This is an optimization exercise on Yosys and OpenROAD, whose aim is small area, a short achievable clock period and few clock cycles, not a production implementation. In this exercise RTL edits were held to simulation tests only and were not proved equivalent to the original. Power is estimated from default activity; no workload was simulated.

## flow/design.v

```verilog
module Adder(a, b, out);
   parameter bitwidth = 32;
   input[bitwidth-1: 0] a,b;
   output[bitwidth-1:0] out;
   reg[bitwidth-1:0] out;
   always @(a,b) begin
      out = a+b;
   end
endmodule
module Alu(a,b,alu_func, cmp_func, flag, out);
   parameter bitwidth = 32;
   input signed [bitwidth-1:0]a,b;
   input[3:0] alu_func;
   input[3:0] cmp_func;
   output flag;
   reg flag;
   output signed [bitwidth-1:0] out;
   reg signed [bitwidth-1:0] out;
   always @(a,b,alu_func) begin
      case(alu_func)
        4'b0111: out = a + b;      
        4'b0110: out = a - b;      
        4'b0000: out = a & b;      
        4'b0001: out = a | b;      
        4'b0010: out = a ^ b;      
        4'b1000: out = ~(a & b);   
        4'b1001: out = ~(a | b);   
        4'b1010: out = ~(a ^ b);   
        4'b1111: out = (b<<(bitwidth/2));  
        default: out = {bitwidth{1'b0}};
      endcase  
   end  
   always @(out, cmp_func) begin
      case(cmp_func)
        4'b0000: flag = 1'b1;               
        4'b0011: flag = 1'b0;               
        4'b0101: flag = (out != {bitwidth{1'b0}}) ? 1'b1 : 1'b0;    
        4'b0110: flag = (out == {bitwidth{1'b0}}) ? 1'b1 : 1'b0;    
        4'b1001:
          flag = ($signed(out) < $signed({bitwidth{1'b0}}))  ? 1'b1 : 1'b0;    
        4'b1010:
          flag = ($signed(out) >= $signed({bitwidth{1'b0}})) ? 1'b1 : 1'b0;    
        4'b1100:
          flag = ($signed(out) <= $signed({bitwidth{1'b0}})) ? 1'b1 : 1'b0;    
        4'b1111:
          flag = ($signed(out) > $signed({bitwidth{1'b0}}))  ? 1'b1 : 1'b0;    
        default: flag = 1'b0;
      endcase  
   end  
endmodule
module Decoder(inst, op_code, func_code, rd, rs1, rs2, imm);
      parameter bitwidth=32;
      input[bitwidth-1:0] inst;
      output[3:0] op_code,func_code,rd,rs1,rs2;
      reg[3:0] op_code,func_code,rd,rs1,rs2;
      output[15:0] imm;
      reg[15:0] imm;
      always @(inst) 
      begin
         op_code = inst[31:28];
         func_code = inst[27:24];
         rd  = inst[23:20];
         rs1 = inst[19:16];
         rs2 = inst[15:12];
         imm = inst[15:0];
      end
endmodule
module SignExtension(dIn, dOut);
  parameter IN_BIT_WIDTH = 16;
  parameter OUT_BIT_WIDTH = 32;
  input [(IN_BIT_WIDTH-1):0]  dIn;
  output[(OUT_BIT_WIDTH-1):0] dOut;
  assign dOut = {{(OUT_BIT_WIDTH - IN_BIT_WIDTH){dIn[IN_BIT_WIDTH-1]}}, dIn};
endmodule
module Shiftbit(din,dout);
   parameter bitwidth = 32;
   parameter shift_by = 2;
   input[bitwidth-1:0] din;
   output[bitwidth-1:0] dout;
   reg[bitwidth-1:0] dout;
   always @(din) begin
      dout = din<<shift_by;
   end
endmodule
module Multiplexer2bit(a,b,selector,out);
   parameter bitwidth = 32;
   input[bitwidth-1:0] a;
   input[bitwidth-1:0] b;
   input selector;
   output[bitwidth-1:0] out;
   reg[bitwidth-1:0] out;
   always @ (a,b,selector,out)
     begin
        case (selector)
          1'b0 : out = a;
          1'b1 : out = b;
          default: out = {bitwidth{1'b0}};
        endcase  
     end  
endmodule
module Multiplexer4bit(a,b,c,d,selector,out);
   parameter bitwidth = 32;
   input[bitwidth-1:0] a;
   input[bitwidth-1:0] b;
   input[bitwidth-1:0] c;
   input[bitwidth-1:0] d;
   input[1:0] selector;
   output[bitwidth-1:0] out;
   reg[bitwidth-1:0] out;
   always @ (a,b,c,d,selector,out)
     begin
        case (selector)
          4'b00 : out = a;
          4'b01 : out = b;
          4'b10 : out = c;
          4'b11 : out = d;
          default: out = {bitwidth{1'b0}};
        endcase  
     end  
endmodule
module Register(clk, reset, wrtEn, dataIn, dataOut);
	parameter BIT_WIDTH = 32;
	parameter RESET_VALUE = 0;
	input clk, reset, wrtEn;
	input[BIT_WIDTH - 1: 0] dataIn;
	output[BIT_WIDTH - 1: 0] dataOut;
    reg[BIT_WIDTH - 1: 0] dataOut;
	always @(posedge clk) begin
		if (reset == 1'b1)
			dataOut <= RESET_VALUE;
		else if (wrtEn == 1'b1)
			dataOut <= dataIn;
	end
endmodule
module RegisterFile(clk, reset, reg_wr_en, wr_select, reg_select1, reg_select2,
                    reg_data1, reg_data2, wr_data);
   parameter bitwidth = 32;
   input clk, reset, reg_wr_en;
   input[3:0] reg_select1, reg_select2 , wr_select;
   input[bitwidth-1:0] wr_data;
   output[bitwidth - 1:0] reg_data1, reg_data2;
   reg[bitwidth - 1:0] reg_data1, reg_data2;
   wire[bitwidth-1:0] regout[0:15];   
   Register #(bitwidth,0) R0(clk, reset, (wr_select == 4'd0) & reg_wr_en, wr_data, regout[0]);
   Register #(bitwidth,0) R1(clk, reset, (wr_select == 4'd1) & reg_wr_en, wr_data, regout[1]);
   Register #(bitwidth,0) R2(clk, reset, (wr_select == 4'd2) & reg_wr_en, wr_data, regout[2]);
   Register #(bitwidth,0) R3(clk, reset, (wr_select == 4'd3) & reg_wr_en, wr_data, regout[3]);
   Register #(bitwidth,0) R4(clk, reset, (wr_select == 4'd4) & reg_wr_en, wr_data, regout[4]);
   Register #(bitwidth,0) R5(clk, reset, (wr_select == 4'd5) & reg_wr_en, wr_data, regout[5]);
   Register #(bitwidth,0) R6(clk, reset, (wr_select == 4'd6) & reg_wr_en, wr_data, regout[6]);
   Register #(bitwidth,0) R7(clk, reset, (wr_select == 4'd7) & reg_wr_en, wr_data, regout[7]);
   Register #(bitwidth,0) R8(clk, reset, (wr_select == 4'd8) & reg_wr_en, wr_data, regout[8]);
   Register #(bitwidth,0) R9(clk, reset, (wr_select == 4'd9) & reg_wr_en, wr_data, regout[9]);
   Register #(bitwidth,0) R10(clk, reset, (wr_select == 4'd10) & reg_wr_en, wr_data, regout[10]);
   Register #(bitwidth,0) R11(clk, reset, (wr_select == 4'd11) & reg_wr_en, wr_data, regout[11]);
   Register #(bitwidth,0) R12(clk, reset, (wr_select == 4'd12) & reg_wr_en, wr_data, regout[12]);
   Register #(bitwidth,0) R13(clk, reset, (wr_select == 4'd13) & reg_wr_en, wr_data, regout[13]);
   Register #(bitwidth,0) R14(clk, reset, (wr_select == 4'd14) & reg_wr_en, wr_data, regout[14]);
   Register #(bitwidth,0) R15(clk, reset, (wr_select == 4'd15) & reg_wr_en, wr_data, regout[15]);
   always @* begin
      case(reg_select1)
        4'b0000: reg_data1 = regout[0];
        4'b0001: reg_data1 = regout[1];
        4'b0010: reg_data1 = regout[2];
        4'b0011: reg_data1 = regout[3];
        4'b0100: reg_data1 = regout[4];
        4'b0101: reg_data1 = regout[5];
        4'b0110: reg_data1 = regout[6];
        4'b0111: reg_data1 = regout[7];
        4'b1000: reg_data1 = regout[8];
        4'b1001: reg_data1 = regout[9];
        4'b1010: reg_data1 = regout[10];
        4'b1011: reg_data1 = regout[11];
        4'b1100: reg_data1 = regout[12];
        4'b1101: reg_data1 = regout[13];
        4'b1110: reg_data1 = regout[14];
        4'b1111: reg_data1 = regout[15];
      endcase  
   end  
   always @* begin
      case(reg_select2)
        4'b0000: reg_data2 = regout[0];
        4'b0001: reg_data2 = regout[1];
        4'b0010: reg_data2 = regout[2];
        4'b0011: reg_data2 = regout[3];
        4'b0100: reg_data2 = regout[4];
        4'b0101: reg_data2 = regout[5];
        4'b0110: reg_data2 = regout[6];
        4'b0111: reg_data2 = regout[7];
        4'b1000: reg_data2 = regout[8];
        4'b1001: reg_data2 = regout[9];
        4'b1010: reg_data2 = regout[10];
        4'b1011: reg_data2 = regout[11];
        4'b1100: reg_data2 = regout[12];
        4'b1101: reg_data2 = regout[13];
        4'b1110: reg_data2 = regout[14];
        4'b1111: reg_data2 = regout[15];
      endcase  
   end  
endmodule  
module SCProcController(opcode, func, allowBr, brBaseMux, rs1Mux, rs2Mux,
                        alu2Mux, aluOp, cmpOp, wrReg, wrMem, dstRegMux);
   input [3:0] opcode;
   input [3:0] func;
   output allowBr;
   output brBaseMux;
   output rs1Mux;
   output [1:0] rs2Mux;
   output [1:0] alu2Mux;
   output [3:0] aluOp;
   output [3:0] cmpOp;
   output wrReg;
   output wrMem;
   output [1:0] dstRegMux;
   wire [7:0] inputSignals;
   reg [18:0] outputSignals;
   assign inputSignals = {{opcode}, {func}};
   assign allowBr = outputSignals[18];
   assign brBaseMux = outputSignals[17];
   assign rs1Mux = outputSignals[16];
   assign rs2Mux = outputSignals[15:14];
   assign alu2Mux = outputSignals[13:12];
   assign aluOp = outputSignals[11:8];
   assign cmpOp = outputSignals[7:4];
   assign wrReg = outputSignals[3];
   assign wrMem = outputSignals[2];
   assign dstRegMux = outputSignals[1:0];
   always @ (inputSignals) begin
      case (inputSignals)
        8'b11000111: outputSignals = 19'b0_0_0_00_00_0111_0000_1_0_00;
        8'b11000110: outputSignals = 19'b0_0_0_00_00_0110_0000_1_0_00;
        8'b11000000: outputSignals = 19'b0_0_0_00_00_0000_0000_1_0_00;
        8'b11000001: outputSignals = 19'b0_0_0_00_00_0001_0000_1_0_00;
        8'b11000010: outputSignals = 19'b0_0_0_00_00_0010_0000_1_0_00;
        8'b11001000: outputSignals = 19'b0_0_0_00_00_1000_0000_1_0_00;
        8'b11001001: outputSignals = 19'b0_0_0_00_00_1001_0000_1_0_00;
        8'b11001010: outputSignals = 19'b0_0_0_00_00_1010_0000_1_0_00;
        8'b01000111: outputSignals = 19'b0_0_0_00_01_0111_0000_1_0_00;
        8'b01000110: outputSignals = 19'b0_0_0_00_01_0110_0000_1_0_00;
        8'b01000000: outputSignals = 19'b0_0_0_00_01_0000_0000_1_0_00;
        8'b01000001: outputSignals = 19'b0_0_0_00_01_0001_0000_1_0_00;
        8'b01000010: outputSignals = 19'b0_0_0_00_01_0010_0000_1_0_00;
        8'b01001000: outputSignals = 19'b0_0_0_00_01_1000_0000_1_0_00;
        8'b01001001: outputSignals = 19'b0_0_0_00_01_1001_0000_1_0_00;
        8'b01001010: outputSignals = 19'b0_0_0_00_01_1010_0000_1_0_00;
        8'b01001111: outputSignals = 19'b0_0_0_00_01_1111_0000_1_0_00;
        8'b11010000: outputSignals = 19'b0_0_0_00_00_0110_0000_1_0_11;
        8'b11010011: outputSignals = 19'b0_0_0_00_00_0110_0011_1_0_11;
        8'b11010101: outputSignals = 19'b0_0_0_00_00_0110_0101_1_0_11;
        8'b11010110: outputSignals = 19'b0_0_0_00_00_0110_0110_1_0_11;
        8'b11011001: outputSignals = 19'b0_0_0_00_00_0110_1001_1_0_11;
        8'b11011010: outputSignals = 19'b0_0_0_00_00_0110_1010_1_0_11;
        8'b11011100: outputSignals = 19'b0_0_0_00_00_0110_1100_1_0_11;
        8'b11011111: outputSignals = 19'b0_0_0_00_00_0110_1111_1_0_11;
        8'b01010000: outputSignals = 19'b0_0_0_00_01_0110_0000_1_0_11;
        8'b01010011: outputSignals = 19'b0_0_0_00_01_0110_0011_1_0_11;
        8'b01010101: outputSignals = 19'b0_0_0_00_01_0110_0101_1_0_11;
        8'b01010110: outputSignals = 19'b0_0_0_00_01_0110_0110_1_0_11;
        8'b01011001: outputSignals = 19'b0_0_0_00_01_0110_1001_1_0_11;
        8'b01011010: outputSignals = 19'b0_0_0_00_01_0110_1010_1_0_11;
        8'b01011100: outputSignals = 19'b0_0_0_00_01_0110_1100_1_0_11;
        8'b01011111: outputSignals = 19'b0_0_0_00_01_0110_1111_1_0_11;
        8'b01110000: outputSignals = 19'b0_0_0_00_01_0111_0000_1_0_01;
        8'b00110000: outputSignals = 19'b0_0_0_01_01_0111_0000_0_1_00;
        8'b00100000: outputSignals = 19'b1_0_1_10_00_0110_0000_0_0_00;
        8'b00100001: outputSignals = 19'b1_0_1_10_10_0110_0101_0_0_00;
        8'b00100010: outputSignals = 19'b1_0_1_10_10_0110_0110_0_0_00;
        8'b00100011: outputSignals = 19'b1_0_1_10_00_0110_0011_0_0_00;
        8'b00100101: outputSignals = 19'b1_0_1_10_00_0110_0101_0_0_00;
        8'b00100110: outputSignals = 19'b1_0_1_10_00_0110_0110_0_0_00;
        8'b00101000: outputSignals = 19'b1_0_1_10_10_0110_1100_0_0_00;
        8'b00101001: outputSignals = 19'b1_0_1_10_00_0110_1001_0_0_00;
        8'b00101010: outputSignals = 19'b1_0_1_10_00_0110_1010_0_0_00;
        8'b00101011: outputSignals = 19'b1_0_1_10_00_0110_1111_0_0_00;
        8'b00101100: outputSignals = 19'b1_0_1_10_11_0110_1100_0_0_00;
        8'b00101101: outputSignals = 19'b1_0_1_10_10_0110_1001_0_0_00;
        8'b00101110: outputSignals = 19'b1_0_1_10_10_0110_1010_0_0_00;
        8'b00101111: outputSignals = 19'b1_0_1_10_10_0110_1111_0_0_00;
        8'b01100000: outputSignals = 19'b1_1_0_00_00_0000_0000_1_0_10;
        default: outputSignals = 19'b0_0_00_00_0000_0000_0_0_00;
      endcase  
   end
endmodule  
module DataForward(dcd_rs1, dcd_rs2, 
				   wrReg_EX, exe_rd, 
				   wrReg_MEM, mem_rd, 
				   wrReg_WB, wb_rd, 
				   dcd_data1_sel, dcd_data2_sel);
    input [3:0] dcd_rs1;     
    input [3:0] dcd_rs2;     
    input [3:0] exe_rd;      
	input wrReg_EX;
    input [3:0] mem_rd;      
	input wrReg_MEM;
    input [3:0] wb_rd;       
	input wrReg_WB;
    output reg [1:0] dcd_data1_sel;  
    output reg [1:0] dcd_data2_sel;  
    always @(*) begin
        if (wrReg_EX && dcd_rs1 == exe_rd) begin
            dcd_data1_sel <= 1;
        end else if (wrReg_MEM && dcd_rs1 == mem_rd) begin
            dcd_data1_sel <= 2;
        end else if (wrReg_WB && dcd_rs1 == wb_rd) begin
            dcd_data1_sel <= 3;
        end else begin
            dcd_data1_sel <= 0;
        end
        if (wrReg_EX && dcd_rs2 == exe_rd) begin
            dcd_data2_sel <= 1;
        end else if (wrReg_MEM && dcd_rs2 == mem_rd) begin
            dcd_data2_sel <= 2;
        end else if (wrReg_WB && dcd_rs2 == wb_rd) begin
            dcd_data2_sel <= 3;
        end else begin
            dcd_data2_sel <= 0;
        end
    end
endmodule
module ForwardSet(reg_forward_sel,
			      regData,
				  aluResult_EX, pcIncremented_EX, condRegResult_EX, dstRegMuxSel_EX,
				  dataMemOut, 
				  wrRegData_WB,
				  dataOut);
   parameter bitwidth = 32;
   input[bitwidth-1:0] regData;
   input[bitwidth-1:0] aluResult_EX;
   input[bitwidth-1:0] pcIncremented_EX;
   input[bitwidth-1:0] condRegResult_EX;
   input[1:0] dstRegMuxSel_EX;
   input[bitwidth-1:0] dataMemOut;
   input[bitwidth-1:0] wrRegData_WB;
   input[1:0] reg_forward_sel;
   reg [bitwidth-1:0] Ex_result;
   output reg [bitwidth-1:0] dataOut;
   always @ (*) begin
		case (dstRegMuxSel_EX)
          4'b00 : Ex_result <= aluResult_EX;
          default : Ex_result <= aluResult_EX;
		  4'b10 : Ex_result <= pcIncremented_EX; 
          4'b11 : Ex_result <= condRegResult_EX;
        endcase
        case (reg_forward_sel)
          4'b00 : dataOut <= regData;
		  4'b01 : dataOut <= Ex_result;	
          4'b10 : dataOut <= dataMemOut;
          4'b11 : dataOut <= wrRegData_WB;		  
          default : dataOut <= regData;
        endcase
   end
endmodule
module SetFlushStall(reg1_forward_sel, reg2_forward_sel, takeBr, opcode_EX,
					 stall, flush);
   input reg1_forward_sel;
   input reg2_forward_sel;
   input takeBr;
   input [3:0] opcode_EX;
   output reg stall;
   output reg flush;
   always @(*) begin
		stall <= 1'b0;
		flush <= 1'b0;
		if(opcode_EX == 4'b0111) begin
			if(reg1_forward_sel == 1 || reg2_forward_sel == 1) begin
				stall <= 1'b1;
				flush <= 1'b1;
			end
		end
		else if(takeBr == 1'b1) begin
				flush <= 1'b1;
		end
		else begin
		    stall <= 1'b0;
				flush <= 1'b0;
		end
   end
endmodule
module IFLatch (clk, reset, flush, stall, 
				pcIncrementedIn, instIn, 
				pcIncrementedOut, instOut);
	parameter DATA_BIT_WIDTH = 32;
	parameter RESET_VALUE = 0;
	input clk;
	input reset;
	input flush;
	input stall;
	input[DATA_BIT_WIDTH - 1: 0] pcIncrementedIn;
	input[DATA_BIT_WIDTH - 1: 0] instIn;
	output reg [DATA_BIT_WIDTH - 1: 0] pcIncrementedOut;
	output reg [DATA_BIT_WIDTH - 1: 0] instOut;
	always @ (posedge clk) begin
        if (reset) begin
			pcIncrementedOut <= RESET_VALUE;
			instOut <= RESET_VALUE;
        end else if (stall) begin
        end else if (flush) begin
			pcIncrementedOut <= RESET_VALUE;
			instOut <= RESET_VALUE;
		end else begin
			pcIncrementedOut <= pcIncrementedIn;
			instOut <= instIn;
		end
	end
endmodule
module IDLatch (clk, reset, flush, stall,
				pcIncrementedIn, regData1In, regData2In, immvalIn, regWriteNoIn, opcodeIn,
				allowBrIn, brBaseMuxSelIn, alu2MuxSelIn, aluOpIn, cmpOpIn, wrMemIn, wrRegIn, dstRegMuxSelIn,
				pcIncrementedOut, regData1Out, regData2Out, immvalOut, regWriteNoOut, opcodeOut,
				allowBrOut, brBaseMuxSelOut, alu2MuxSelOut, aluOpOut, cmpOpOut, wrMemOut, wrRegOut, dstRegMuxSelOut);
	parameter DATA_BIT_WIDTH = 32;
	parameter RESET_VALUE = 0;
	parameter Mux4bit = 2;
	input clk, reset, flush, stall;
	input[DATA_BIT_WIDTH - 1: 0] pcIncrementedIn;
	input[DATA_BIT_WIDTH - 1:0] regData1In, regData2In;
	input[DATA_BIT_WIDTH - 1:0] immvalIn;
	input [3:0] regWriteNoIn;
	input [3:0] opcodeIn;
	input allowBrIn;
	input brBaseMuxSelIn;
	input [Mux4bit-1:0] alu2MuxSelIn;
	input [3:0] aluOpIn;
    input [3:0] cmpOpIn;
	input wrMemIn;
    input wrRegIn;
    input [1:0] dstRegMuxSelIn;
	output reg [DATA_BIT_WIDTH - 1: 0] pcIncrementedOut;
	output reg [DATA_BIT_WIDTH - 1:0] regData1Out, regData2Out;
	output reg [DATA_BIT_WIDTH - 1:0] immvalOut;
	output reg [3:0] regWriteNoOut;
	output reg [3:0] opcodeOut;
	output reg allowBrOut;
	output reg brBaseMuxSelOut;
	output reg [Mux4bit-1:0] alu2MuxSelOut;
	output reg [3:0] aluOpOut;
    output reg [3:0] cmpOpOut;
	output reg wrMemOut;
    output reg wrRegOut;
    output reg [1:0] dstRegMuxSelOut;
	always @ (posedge clk) begin
		if(reset || flush) begin
			pcIncrementedOut <= RESET_VALUE;
			regData1Out <= RESET_VALUE;
			regData2Out <= RESET_VALUE;
			immvalOut <= RESET_VALUE;
			regWriteNoOut <= RESET_VALUE;
			allowBrOut <= RESET_VALUE; 
			brBaseMuxSelOut <= RESET_VALUE;
			alu2MuxSelOut <= RESET_VALUE;
			aluOpOut <= RESET_VALUE;
			cmpOpOut <= RESET_VALUE;
			wrMemOut <= RESET_VALUE;
			wrRegOut <= RESET_VALUE;
			dstRegMuxSelOut <= RESET_VALUE;
			opcodeOut <= RESET_VALUE;
		end 
		else if(stall) begin
		end
		else begin
			pcIncrementedOut <= pcIncrementedIn;
			regData1Out <= regData1In;
			regData2Out <= regData2In;
			immvalOut <= immvalIn;
			regWriteNoOut <= regWriteNoIn;
			allowBrOut <= allowBrIn;
			brBaseMuxSelOut <= brBaseMuxSelIn;
			alu2MuxSelOut <= alu2MuxSelIn;
			aluOpOut <= aluOpIn;
			cmpOpOut <= cmpOpIn;
			wrMemOut <= wrMemIn;
			wrRegOut <= wrRegIn;
			dstRegMuxSelOut <= dstRegMuxSelIn;
			opcodeOut <= opcodeIn;
		end
	end
endmodule
module EXLatch (clk, reset,
				pcIncrementedIn, aluResultIn, condRegResultIn, regData2In, regWriteNoIn,
				wrMemIn, wrRegIn, dstRegMuxSelIn,
				pcIncrementedOut, aluResultOut, condRegResultOut, regData2Out, regWriteNoOut,
				wrMemOut, wrRegOut, dstRegMuxSelOut);
	parameter DATA_BIT_WIDTH = 32;
	parameter RESET_VALUE = 0;
	parameter Mux4bit = 2;
	input clk, reset;
	input[DATA_BIT_WIDTH - 1: 0] pcIncrementedIn;
	input[DATA_BIT_WIDTH - 1:0] aluResultIn;
	input[DATA_BIT_WIDTH - 1:0] condRegResultIn;
	input[DATA_BIT_WIDTH - 1:0] regData2In;
	input [3:0] regWriteNoIn;	
	input wrMemIn;
    input wrRegIn;
    input [1:0] dstRegMuxSelIn;
	output reg [DATA_BIT_WIDTH - 1: 0] pcIncrementedOut;
	output reg [DATA_BIT_WIDTH - 1:0] aluResultOut;
	output reg [DATA_BIT_WIDTH - 1:0] condRegResultOut; 
	output reg [DATA_BIT_WIDTH - 1:0] regData2Out; 
	output reg [3:0] regWriteNoOut;	
	output reg wrMemOut;
    output reg wrRegOut;
    output reg [1:0] dstRegMuxSelOut;
	always @ (posedge clk) begin
		if(reset) begin
			pcIncrementedOut <= RESET_VALUE;
			aluResultOut <= RESET_VALUE;
			condRegResultOut <= RESET_VALUE;
			regData2Out <= RESET_VALUE;
			regWriteNoOut <= RESET_VALUE;			
			wrMemOut <= RESET_VALUE;
			wrRegOut <= RESET_VALUE;
			dstRegMuxSelOut <= RESET_VALUE;
		end 
		else begin
			pcIncrementedOut <= pcIncrementedIn;
			aluResultOut <= aluResultIn;
			condRegResultOut <= condRegResultIn;
			regData2Out <= regData2In;
			regWriteNoOut <= regWriteNoIn;			
			wrMemOut <= wrMemIn;
			wrRegOut <= wrRegIn;
			dstRegMuxSelOut <= dstRegMuxSelIn;
		end
	end
endmodule
module MEMLatch (clk, reset,
				wrRegDataIn, regWriteNoIn,
				wrRegIn,
				wrRegDataOut, regWriteNoOut,
				wrRegOut);
	parameter DATA_BIT_WIDTH = 32;
	parameter RESET_VALUE = 0;
	parameter Mux4bit = 2;
	input clk, reset;
	input[DATA_BIT_WIDTH - 1: 0] wrRegDataIn;
	input [3:0] regWriteNoIn;	
    input wrRegIn;
	output reg [DATA_BIT_WIDTH - 1: 0] wrRegDataOut;
	output reg [3:0] regWriteNoOut;	
    output reg wrRegOut;
	always @ (posedge clk) begin
		if(reset) begin
			wrRegDataOut <= RESET_VALUE;
			regWriteNoOut <= RESET_VALUE;						
			wrRegOut <= RESET_VALUE;
		end
		else begin
			wrRegDataOut <= wrRegDataIn;
			regWriteNoOut <= regWriteNoIn;						
			wrRegOut <= wrRegIn;
		end
	end
endmodule
module PLProc(clk, reset_n, imem_addr, imem_rdata,
              dmem_addr, dmem_wdata, dmem_we, dmem_rdata);
   input  clk;
   input  reset_n;
   output [31:0] imem_addr;
   input  [31:0] imem_rdata;
   output [31:0] dmem_addr;
   output [31:0] dmem_wdata;
   output dmem_we;
   input  [31:0] dmem_rdata;
   parameter DBITS         				 = 32;
   parameter INST_SIZE      			 = 32'd4;
   parameter INST_BIT_WIDTH				 = 32;
   parameter START_PC       			 = 32'h40;
   parameter REG_INDEX_BIT_WIDTH 		 = 4;
   parameter IMEM_ADDR_BIT_WIDTH 		 = 11;
   parameter IMEM_DATA_BIT_WIDTH 		 = INST_BIT_WIDTH;
   parameter IMEM_PC_BITS_HI     		 = IMEM_ADDR_BIT_WIDTH + 2;
   parameter IMEM_PC_BITS_LO     		 = 2;
   wire reset;                   
   wire flush;
   wire stall;
   wire [DBITS - 1:0] pcIn;      
   wire [DBITS - 1:0] pcOut;     
   wire [DBITS - 1:0] pcIncremented;  
   wire [DBITS - 1:0] pcIncremented_ID;  
   wire [DBITS - 1:0] pcIncremented_EX;  
   wire [DBITS - 1:0] pcIncremented_MEM;  
   wire [DBITS - 1:0] brBase;         
   wire [DBITS - 1:0] brBaseOffset;   
   wire [IMEM_DATA_BIT_WIDTH - 1: 0] instWord;  
   wire [IMEM_DATA_BIT_WIDTH - 1: 0] instWord_ID;  
   wire [3:0] opcode;                           
   wire [3:0] opcode_EX;
   wire [3:0] func;                             
   wire [3:0] rd;                               
   wire [3:0] rs1;                              
   wire [3:0] rs2;                              
   wire [15:0] immediate;                       
   wire [DBITS - 1:0] immval;                   
   wire [DBITS - 1:0] immval_EX;                
   wire [DBITS - 1:0] instOffset;               
   wire rs1MuxSel;                              
   wire [1:0] rs2MuxSel;                        
   wire [1:0] alu2MuxSel;                       
   wire [1:0] alu2MuxSel_EX;                       
   wire [3:0] aluOp;                            
   wire [3:0] aluOp_EX;                            
   wire [3:0] cmpOp;                            
   wire [3:0] cmpOp_EX;                            
   wire brBaseMuxSel;                           
   wire brBaseMuxSel_EX;                           
   wire [1:0] dstRegMuxSel;                     
   wire [1:0] dstRegMuxSel_EX;                     
   wire [1:0] dstRegMuxSel_MEM;                     
   wire allowBr;                                
   wire allowBr_EX;                                
   wire takeBr;                                 
   wire takeBr_EX;                                 
   wire wrMem;                                  
   wire wrMem_EX;                                  
   wire wrMem_MEM;                                  
   wire wrReg;                                  
   wire wrReg_EX;                                  
   wire wrReg_MEM;                                  
   wire wrReg_WB;                                  
   wire [3:0] regWriteNo;                       
   wire [3:0] regWriteNo_EX;                       
   wire [3:0] regWriteNo_MEM;                       
   wire [3:0] regWriteNo_WB;                       
   wire [3:0] regRead1No;                       
   wire [3:0] regRead2No;                       
   wire [DBITS - 1:0] regData1;                 
   wire [DBITS - 1:0] regData1_forwarded;                 
   wire [DBITS - 1:0] regData1_EX;                 
   wire [DBITS - 1:0] regData2;                 
   wire [DBITS - 1:0] regData2_forwarded;                 
   wire [DBITS - 1:0] regData2_EX;                 
   wire [DBITS - 1:0] regData2_MEM;                 
   wire [DBITS - 1:0] wrRegData;                
   wire [DBITS - 1:0] wrRegData_WB;                
   wire [DBITS - 1:0] a;                        
   wire [DBITS - 1:0] b;                        
   wire [DBITS - 1:0] aluResult;                
   wire [DBITS - 1:0] aluResult_MEM;                
   wire condFlag;                               
   wire [DBITS - 1:0] condRegResult;            
   wire [DBITS - 1:0] condRegResult_MEM;            
   wire [DBITS - 1:0] dataMemOut;               
   assign reset = ~reset_n;
	IFLatch ifLatch	(
						.clk				(clk),
						.reset 				(reset),
						.flush 				(flush),
						.stall 				(stall),
						.pcIncrementedIn 	(pcIncremented),
						.instIn 			(instWord),
						.pcIncrementedOut   (pcIncremented_ID),
						.instOut			(instWord_ID)		
					);
	IDLatch idLatch (
						.clk					(clk),
						.reset 					(reset),
						.flush 					(flush),
						.stall 					(stall),
						.pcIncrementedIn		(pcIncremented_ID),
						.regData1In				(regData1_forwarded),
						.regData2In				(regData2_forwarded),
						.immvalIn				(immval),
						.regWriteNoIn			(regWriteNo),
						.opcodeIn				(opcode),
						.allowBrIn				(allowBr),
						.brBaseMuxSelIn			(brBaseMuxSel),
						.alu2MuxSelIn			(alu2MuxSel),
						.aluOpIn				(aluOp[3:0]),
						.cmpOpIn				(cmpOp[3:0]),
						.wrMemIn				(wrMem),
						.wrRegIn				(wrReg),
						.dstRegMuxSelIn		(dstRegMuxSel),
						.pcIncrementedOut		(pcIncremented_EX),
						.regData1Out			(regData1_EX),
						.regData2Out			(regData2_EX),
						.immvalOut				(immval_EX),
						.regWriteNoOut			(regWriteNo_EX),
						.opcodeOut				(opcode_EX),
						.allowBrOut				(allowBr_EX),
						.brBaseMuxSelOut		(brBaseMuxSel_EX),
						.alu2MuxSelOut			(alu2MuxSel_EX),
						.aluOpOut				(aluOp_EX[3:0]),
						.cmpOpOut				(cmpOp_EX[3:0]),
						.wrMemOut				(wrMem_EX),
						.wrRegOut				(wrReg_EX),
						.dstRegMuxSelOut		(dstRegMuxSel_EX)					
					);
	EXLatch exLatch (	
						.clk					(clk),
						.reset 					(reset),
						.pcIncrementedIn		(pcIncremented_EX),
						.aluResultIn			(aluResult),
						.condRegResultIn		(condRegResult),
						.regData2In				(regData2_EX),
						.regWriteNoIn			(regWriteNo_EX),
						.wrMemIn 				(wrMem_EX),
						.wrRegIn 				(wrReg_EX),
						.dstRegMuxSelIn			(dstRegMuxSel_EX),
						.pcIncrementedOut 		(pcIncremented_MEM),
						.aluResultOut			(aluResult_MEM),
						.condRegResultOut		(condRegResult_MEM),
						.regData2Out			(regData2_MEM),
						.regWriteNoOut			(regWriteNo_MEM),
						.wrMemOut 				(wrMem_MEM),
						.wrRegOut 				(wrReg_MEM),
						.dstRegMuxSelOut		(dstRegMuxSel_MEM)
					);
	MEMLatch memLatch	(
							.clk					(clk),
							.reset 					(reset),
							.wrRegDataIn			(wrRegData),
							.regWriteNoIn			(regWriteNo_MEM),
							.wrRegIn				(wrReg_MEM),
							.wrRegDataOut			(wrRegData_WB),
							.regWriteNoOut			(regWriteNo_WB),
							.wrRegOut				(wrReg_WB)
						);
	wire [1:0] reg1_forward_sel;
	wire [1:0] reg2_forward_sel;
	DataForward forwarding	(
								.dcd_rs1				(regRead1No),
								.dcd_rs2 				(regRead2No),
								.wrReg_EX 				(wrReg_EX),
								.exe_rd 				(regWriteNo_EX),
								.wrReg_MEM 				(wrReg_MEM),
								.mem_rd 				(regWriteNo_MEM),
								.wrReg_WB 				(wrReg_WB),
								.wb_rd 					(regWriteNo_WB),
								.dcd_data1_sel 			(reg1_forward_sel),
								.dcd_data2_sel			(reg2_forward_sel)
							);
		ForwardSet forwardedDataSet1(  .reg_forward_sel				(reg1_forward_sel),
									   .regData 					(regData1),
									   .aluResult_EX 				(aluResult),
									   .pcIncremented_EX 			(pcIncremented_EX),
									   .condRegResult_EX 			(condRegResult),
									   .dstRegMuxSel_EX			 	(dstRegMuxSel_EX),
									   .dataMemOut 					(wrRegData),
									   .wrRegData_WB				(wrRegData_WB),
									   .dataOut						(regData1_forwarded)
								   );
	    ForwardSet forwardedDataSet2(  .reg_forward_sel				(reg2_forward_sel),
									   .regData 					(regData2),
									   .aluResult_EX 				(aluResult),
									   .pcIncremented_EX 			(pcIncremented_EX),
									   .condRegResult_EX 			(condRegResult),
									   .dstRegMuxSel_EX			 	(dstRegMuxSel_EX),
									   .dataMemOut 					(wrRegData),
									   .wrRegData_WB				(wrRegData_WB),
									   .dataOut						(regData2_forwarded)
								   );
		SetFlushStall setFlushStall(
										.reg1_forward_sel						(reg1_forward_sel), 
										.reg2_forward_sel						(reg2_forward_sel), 
										.takeBr									(takeBr), 
										.opcode_EX								(opcode_EX),
										.stall									(stall), 
										.flush									(flush)
									);
   wire pcWrEn;
   assign pcWrEn = 1'b1 & (~stall);
   Register #(DBITS, START_PC) pc(clk, reset, pcWrEn, pcIn, pcOut);  
   Adder #(DBITS) pcIncrementer(pcOut, 32'd4, pcIncremented); 
   Multiplexer2bit #(DBITS) brBaseMux(pcIncremented_EX, regData1_EX, brBaseMuxSel_EX, brBase);
   Adder #(DBITS) brOffsetAdder(brBase, instOffset, brBaseOffset);
   assign takeBr = allowBr_EX & condFlag;
   Multiplexer2bit #(DBITS) nextPcMux(pcIncremented, brBaseOffset, takeBr, pcIn);
   assign imem_addr = pcOut;
   assign instWord = imem_rdata;
   Decoder #(IMEM_DATA_BIT_WIDTH) decoder(instWord_ID, opcode, func, rd, rs1, rs2, immediate);
   SignExtension #(16, DBITS) immSext(immediate, immval);
   Shiftbit #(DBITS, 2) instOffsetShift(immval_EX, instOffset);
   SCProcController controller( 
                               .allowBr         (allowBr),
                               .brBaseMux       (brBaseMuxSel),
                               .rs1Mux          (rs1MuxSel),
                               .rs2Mux          (rs2MuxSel),
                               .alu2Mux         (alu2MuxSel[1:0]),
                               .aluOp           (aluOp[3:0]),
                               .cmpOp           (cmpOp[3:0]),
                               .wrReg           (wrReg),
                               .wrMem           (wrMem),
                               .dstRegMux       (dstRegMuxSel[1:0]),
                               .opcode          (opcode[3:0]),
                               .func            (func[3:0]));
   assign regWriteNo = rd;
   Multiplexer2bit #(4) rs1Mux(rs1, rd, rs1MuxSel, regRead1No);
   Multiplexer4bit #(4) rs2Mux(rs2, rd, rs1, 4'b0, rs2MuxSel, regRead2No);
   RegisterFile #(DBITS) regFile(clk, reset, wrReg_WB, regWriteNo_WB, regRead1No,
                                 regRead2No, regData1, regData2, wrRegData_WB);
   assign condRegResult = {{DBITS - 1{1'b0}} ,{condFlag}};
   Multiplexer4bit #(DBITS) dstRegMux(aluResult_MEM, dataMemOut, pcIncremented_MEM,
                                      condRegResult_MEM, dstRegMuxSel_MEM, wrRegData);
   Alu #(DBITS) procAlu(a, b, aluOp_EX, cmpOp_EX, condFlag, aluResult);
   assign a = regData1_EX;
   Multiplexer4bit #(DBITS) alu2Mux(regData2_EX, immval_EX, 32'b0, 32'b0, alu2MuxSel_EX, b);
   assign dmem_addr = aluResult_MEM;
   assign dmem_wdata = regData2_MEM;
   assign dmem_we = wrMem_MEM;
   assign dataMemOut = dmem_rdata;
endmodule
```

## flow/run.sh

```bash
#!/bin/bash
# synth_recipe.tcl (not shown) runs the flow's synth.tcl, then flattens the netlist and writes it again
# the make line also repeats each setting of config.mk as NAME=value (left out here)
make -C /OpenROAD-flow-scripts/flow DESIGN_CONFIG=/design/flow/config.mk WORK_HOME=/design/flow/orfs CLKGATE_MAP_FILE= SYNTH_SCRIPT=/design/flow/synth_recipe.tcl finish
```

## flow/config.mk

```make
export PLATFORM = sky130hd
export DESIGN_NAME = PLProc
export DESIGN_NICKNAME = PLProc
export VERILOG_FILES = /design/flow/design.v
export SDC_FILE = /design/flow/constraint.sdc
export NUM_CORES = 4
export LEC_CHECK = 0
export CAP_MARGIN = 20
export CORE_MARGIN = 2
export CORE_UTILIZATION = 40
export SLEW_MARGIN = 20
```

## flow/constraint.sdc

```tcl
create_clock -name core_clock -period 8.5 [get_ports {clk}]
set_input_delay 1.7000 -clock core_clock [delete_from_list [all_inputs] [get_ports {clk}]]
set_output_delay 1.7000 -clock core_clock [all_outputs]
set_load 0.01 [all_outputs]
```

==> flow_metrics.env <==
export IMPL_multi_input_logic_area_um2=26100
export IMPL_post_synth_inst_count=5883
export IMPL_design_final_nets=5949
export IMPL_globalRoute_totalOverflow=0
export IMPL_wl_per_cell_um=30.7
export IMPL_clock_sinks=886
export IMPL_post_route_period_util_pct=85.3
export IMPL_maxcap_violations=0
export IMPL_io_pins=163
export IMPL_critical_path_launch_point_type="flip-flop"
export IMPL_clkLatencyLatePin_ns=0.73
export IMPL_timing_final_max_slew_violations=0
export IMPL_end_kind="flip-flop"
export IMPL_initialDrtViolationCount=7933
export IMPL_ctsHoldBuffers=0
export IMPL_most_used_flip_flop_cell_after_synthesis="sky130_fd_sc_hd__dfxtp_1"
export IMPL_place_detailed_hpwl_um=144000
export IMPL_detail_route_antenna_nets=0
export IMPL_cts_clk_pin_slew_worst_paths_ns=0.06
export IMPL_cpPeakStageDelay_ns=0.42
export IMPL_run_status="no timing/DRC/antenna violations"
export IMPL_detailedPlace_worstSlack_ns=1.37
export IMPL_grt_use_total_pct=36.8
export IMPL_arrival_ns=7.81
export IMPL_cts_htree_levels=3
export IMPL_n_fill_cell=11300
export IMPL_post_cts_resized=0
export IMPL_postCtsSetupRepairBufs=0
export IMPL_slew_headroom_pct=16.7
export IMPL_setup_total_negative_slack_ns=0
export IMPL_die_h_um=343
export IMPL_async_reset_ff_share_pct=0
export IMPL_power_leakage_nw=17.7
export IMPL_setup_worst_path_class="reg -> reg"
export IMPL_final_setup_skew_ns=0.0390
export IMPL_initial_core_util_pct=40.2
export IMPL_drt_first_pass_iters=7
export IMPL_place_detailed_instances=7172
export IMPL_pin_count_of_the_biggest_net_entering_global_routing=215
export IMPL_final_layout_size_suffix_gt1_share_pct=7.41
export IMPL_grt_pass1_vias=43800
export IMPL_timing_final_ws_setup_ns=1.25
export IMPL_p_per_area_nw_per_um2=199
export IMPL_fmax_mhz=138
export IMPL_synth_seq_area_share_pct=38.7
export IMPL_die_area_um2=117000
export IMPL_root_buffer_master="sky130_fd_sc_hd__clkbuf_16"
export IMPL_antenna_violations_before_repair=9
export IMPL_synth_lib_cells_used_distinct=99
export IMPL_synth_edff_count=0
export IMPL_vias=47500
export IMPL_tritoncts="built"
export IMPL_critical_path_peak_fanout=81
export IMPL_grt_setup_unrepaired="no"
export IMPL_irDropWorstVdd_mv=0.171
export IMPL_mappedNetlistNets=6073
export IMPL_die_width_um=343
export IMPL_max_slew_worst_pin_slew_ns=1.25
export IMPL_synth_ff_latch_count=886
export IMPL_timing_hold_violations_final=0
export IMPL_clockBufferDepth=3
export IMPL_finalCriticalPeriod_ns=7.25
export IMPL_worst_ep_required_time_ns=9.06
export IMPL_synthToLayoutAreaGrowth_pct=13.6
export IMPL_setup_violations=0
export IMPL_gpl_final_weighted_congestion=1.05
export IMPL_drc=0
export IMPL_per_cell_via_count_in_the_routed_design=6.47
export IMPL_cp_slowest_cell="sky130_fd_sc_hd__dfxtp_1"
export IMPL_hp_class="reg -> reg"
export IMPL_routed_wl_um=225000
export IMPL_post_synth_cell_area_avg_um2=7.80
export IMPL_grt_first_pass_wirelength_um=317000
export IMPL_fp_coreArea_um2=114000
export IMPL_netlist_area_um2=45900
export IMPL_placement_rows=124
export IMPL_final_instance_count_excl_fill=7348
export IMPL_io_buffers=162
export IMPL_synth_warnings=21
export IMPL_sequential_area_um2=17700
export IMPL_cts_made_buffers=97
-- per-layer routing --
metal	routed length (um)	track usage (%)
met1	86000	46.5
met5	107	0.200
met3	25900	9.65
met2	96200	55.9
met4	17100	23.0
-- logic make-up after synthesis --
logic type	after synthesis	synth area share (%)
multiplexers	111	2.53
XOR/XNOR	169	3.23
adder cells (fa/ha/maj)	124	3.42
flip-flops	886	38.7
AO/OA/AOI/OAI	1834	26.0
buffers and inverters	631	5.42
AND/OR/NAND/NOR	2128	20.8
-- worst paths after layout --
kind	endpoint	slack, ns	from	cells past startpoint
worst max-delay path	idLatch.cmpOpOut[0]$_SDFFE_PP0N_	1.25	idLatch.alu2MuxSelOut[0]$_SDFFE_PP0N_	28
worst min-delay path	ifLatch.pcIncrementedOut[2]$_SDFFE_PN0N_	0.44	ifLatch.pcIncrementedOut[2]$_SDFFE_PN0N_	2
worst max register to register	idLatch.cmpOpOut[0]$_SDFFE_PP0N_	1.25	idLatch.alu2MuxSelOut[0]$_SDFFE_PP0N_	28
worst min register to register	ifLatch.pcIncrementedOut[2]$_SDFFE_PN0N_	0.44	ifLatch.pcIncrementedOut[2]$_SDFFE_PN0N_	2
-- cell usage in the layout, fill, tap and decap left out, drive strengths merged, types with 109 or more instances in the layout --
| cell | synthesis | final |
|---|---|---|
| and2 | 175 | 175 |
| a21oi | 713 | 713 |
| dfxtp | 886 | 886 |
| nand3 | 109 | 109 |
| nand2 | 1249 | 1249 |
| nor2 | 252 | 252 |
| buf | 75 | 137 |
| inv | 108 | 112 |
| clkbuf | 446 | 141 |
| a22oi | 341 | 341 |
| clkdlybuf4s50 | 0 | 161 |
| ha | 122 | 122 |
| xnor2 | 130 | 130 |
| o21ai | 200 | 200 |
-- power breakdown --
| group | internal, mW | total, mW | leakage (nW) | switching (mW) |
|---|---|---|---|---|
| logic | 0.544 | 1.65 | 8.92 | 1.11 |
| registers | 4.22 | 4.36 | 7.16 | 0.139 |
| clock network | 2.51 | 4.38 | 1.60 | 1.87 |
| total | 7.28 | 10.4 | 17.7 | 3.11 |
-- synth_stat cells (all sizes together) (11+ instances only) --
| cell | count | area share (%) |
|---|---|---|
| a222oi | 40 | 0.87 |
| or2 | 16 | 0.22 |
| and3 | 30 | 0.42 |
| nor2 | 252 | 2.1 |
| a22oi | 341 | 5.6 |
| a32oi | 19 | 0.36 |
| o21ai | 200 | 2.2 |
| nand4b | 11 | 0.21 |
| a31oi | 40 | 0.58 |
| o211ai | 28 | 0.47 |
| nand2b | 25 | 0.34 |
| o21a | 17 | 0.28 |
| mux2 | 22 | 0.54 |
| nor4 | 29 | 0.44 |
| buf | 75 | 0.85 |
| a221oi | 89 | 1.7 |
| a22o | 85 | 1.6 |
| mux2i | 88 | 1.9 |
| dfxtp | 886 | 39 |
| or3 | 21 | 0.29 |
| a21o | 28 | 0.46 |
| nand4 | 93 | 1.3 |
| ha | 122 | 3.3 |
| a211oi | 35 | 0.57 |
| nand2 | 1249 | 10 |
| nand3 | 109 | 1.2 |
| o311ai | 12 | 0.23 |
| o221ai | 12 | 0.23 |
| nor3 | 51 | 0.57 |
| clkbuf | 446 | 3.7 |
| xor2 | 39 | 0.74 |
| xnor2 | 130 | 2.5 |
| inv | 108 | 0.88 |
| a21oi | 713 | 7.8 |
| nor2b | 28 | 0.38 |
| and2 | 175 | 2.4 |
| o22ai | 77 | 1.1 |
-- critical path: cells and delay by family (launching register included) --
kind                       cells  cell delay, ns
adders and majority gates      1            0.37
and+or+nand+nor               10            2.22
buffers and inverters          3            0.86
xor gates and xnor gates       1            0.15
AOI/OAI and AO/OA             13            2.98
DFF                            1            0.42
-- area by class of cell --
cell class	instances	area share, %
Antenna cell	5	0.0240
Timing Repair Buffer	298	5.21
Clock buffer	141	5.48
Tap cell	1512	3.63
Sequential cell	886	34.1
Inverter	110	0.807
Clock inverter	30	0.759
Multi-Input combinational cell	4366	50.0
-- stage by stage --
step / power [mW] / hold slack, ns / instance area, um^2 / utilization [%]
floorplan: 5.36 / 0.406 / 45900 / -
global placement: 6.04 / 0.427 / 48800 / 42.8
detailed placement: 6.02 / 0.434 / 48800 / 42.8
CTS: 10.4 / 0.448 / 52100 / 45.7
global route: 10.7 / 0.452 / 52100 / 45.7
finish: 10.4 / 0.445 / 52100 / 45.7
Testbench counts, summed over its fixed seeds: cycles 147,806.

==> re-timing with driven ports <==
Ports are ideal in the flow. The routed layout listed here was re-timed in OpenROAD. Step 1 assumes that a clkbuf_16 drives the clock port and a buf_2 every other input. Step 2 adds t to the input delays and takes it off the output delays; t is the mean of the earliest and latest rising clock arrival at the registers after step 1. Input paths then give back, and output paths get back, about the clock's delay inside the block. Three values: no drivers, after step 1, after step 2; two values: the first two.
t (ns): 0.779
setup slack, ns: 1.250 / 1.250 / 1.250
worst setup path after step 2: register to register
pins driven straight from the clock port: 1
After both steps this run still meets setup and hold. The setup slack of this run moves by 0.000 ns with the drivers and by 0.000 ns with both steps.
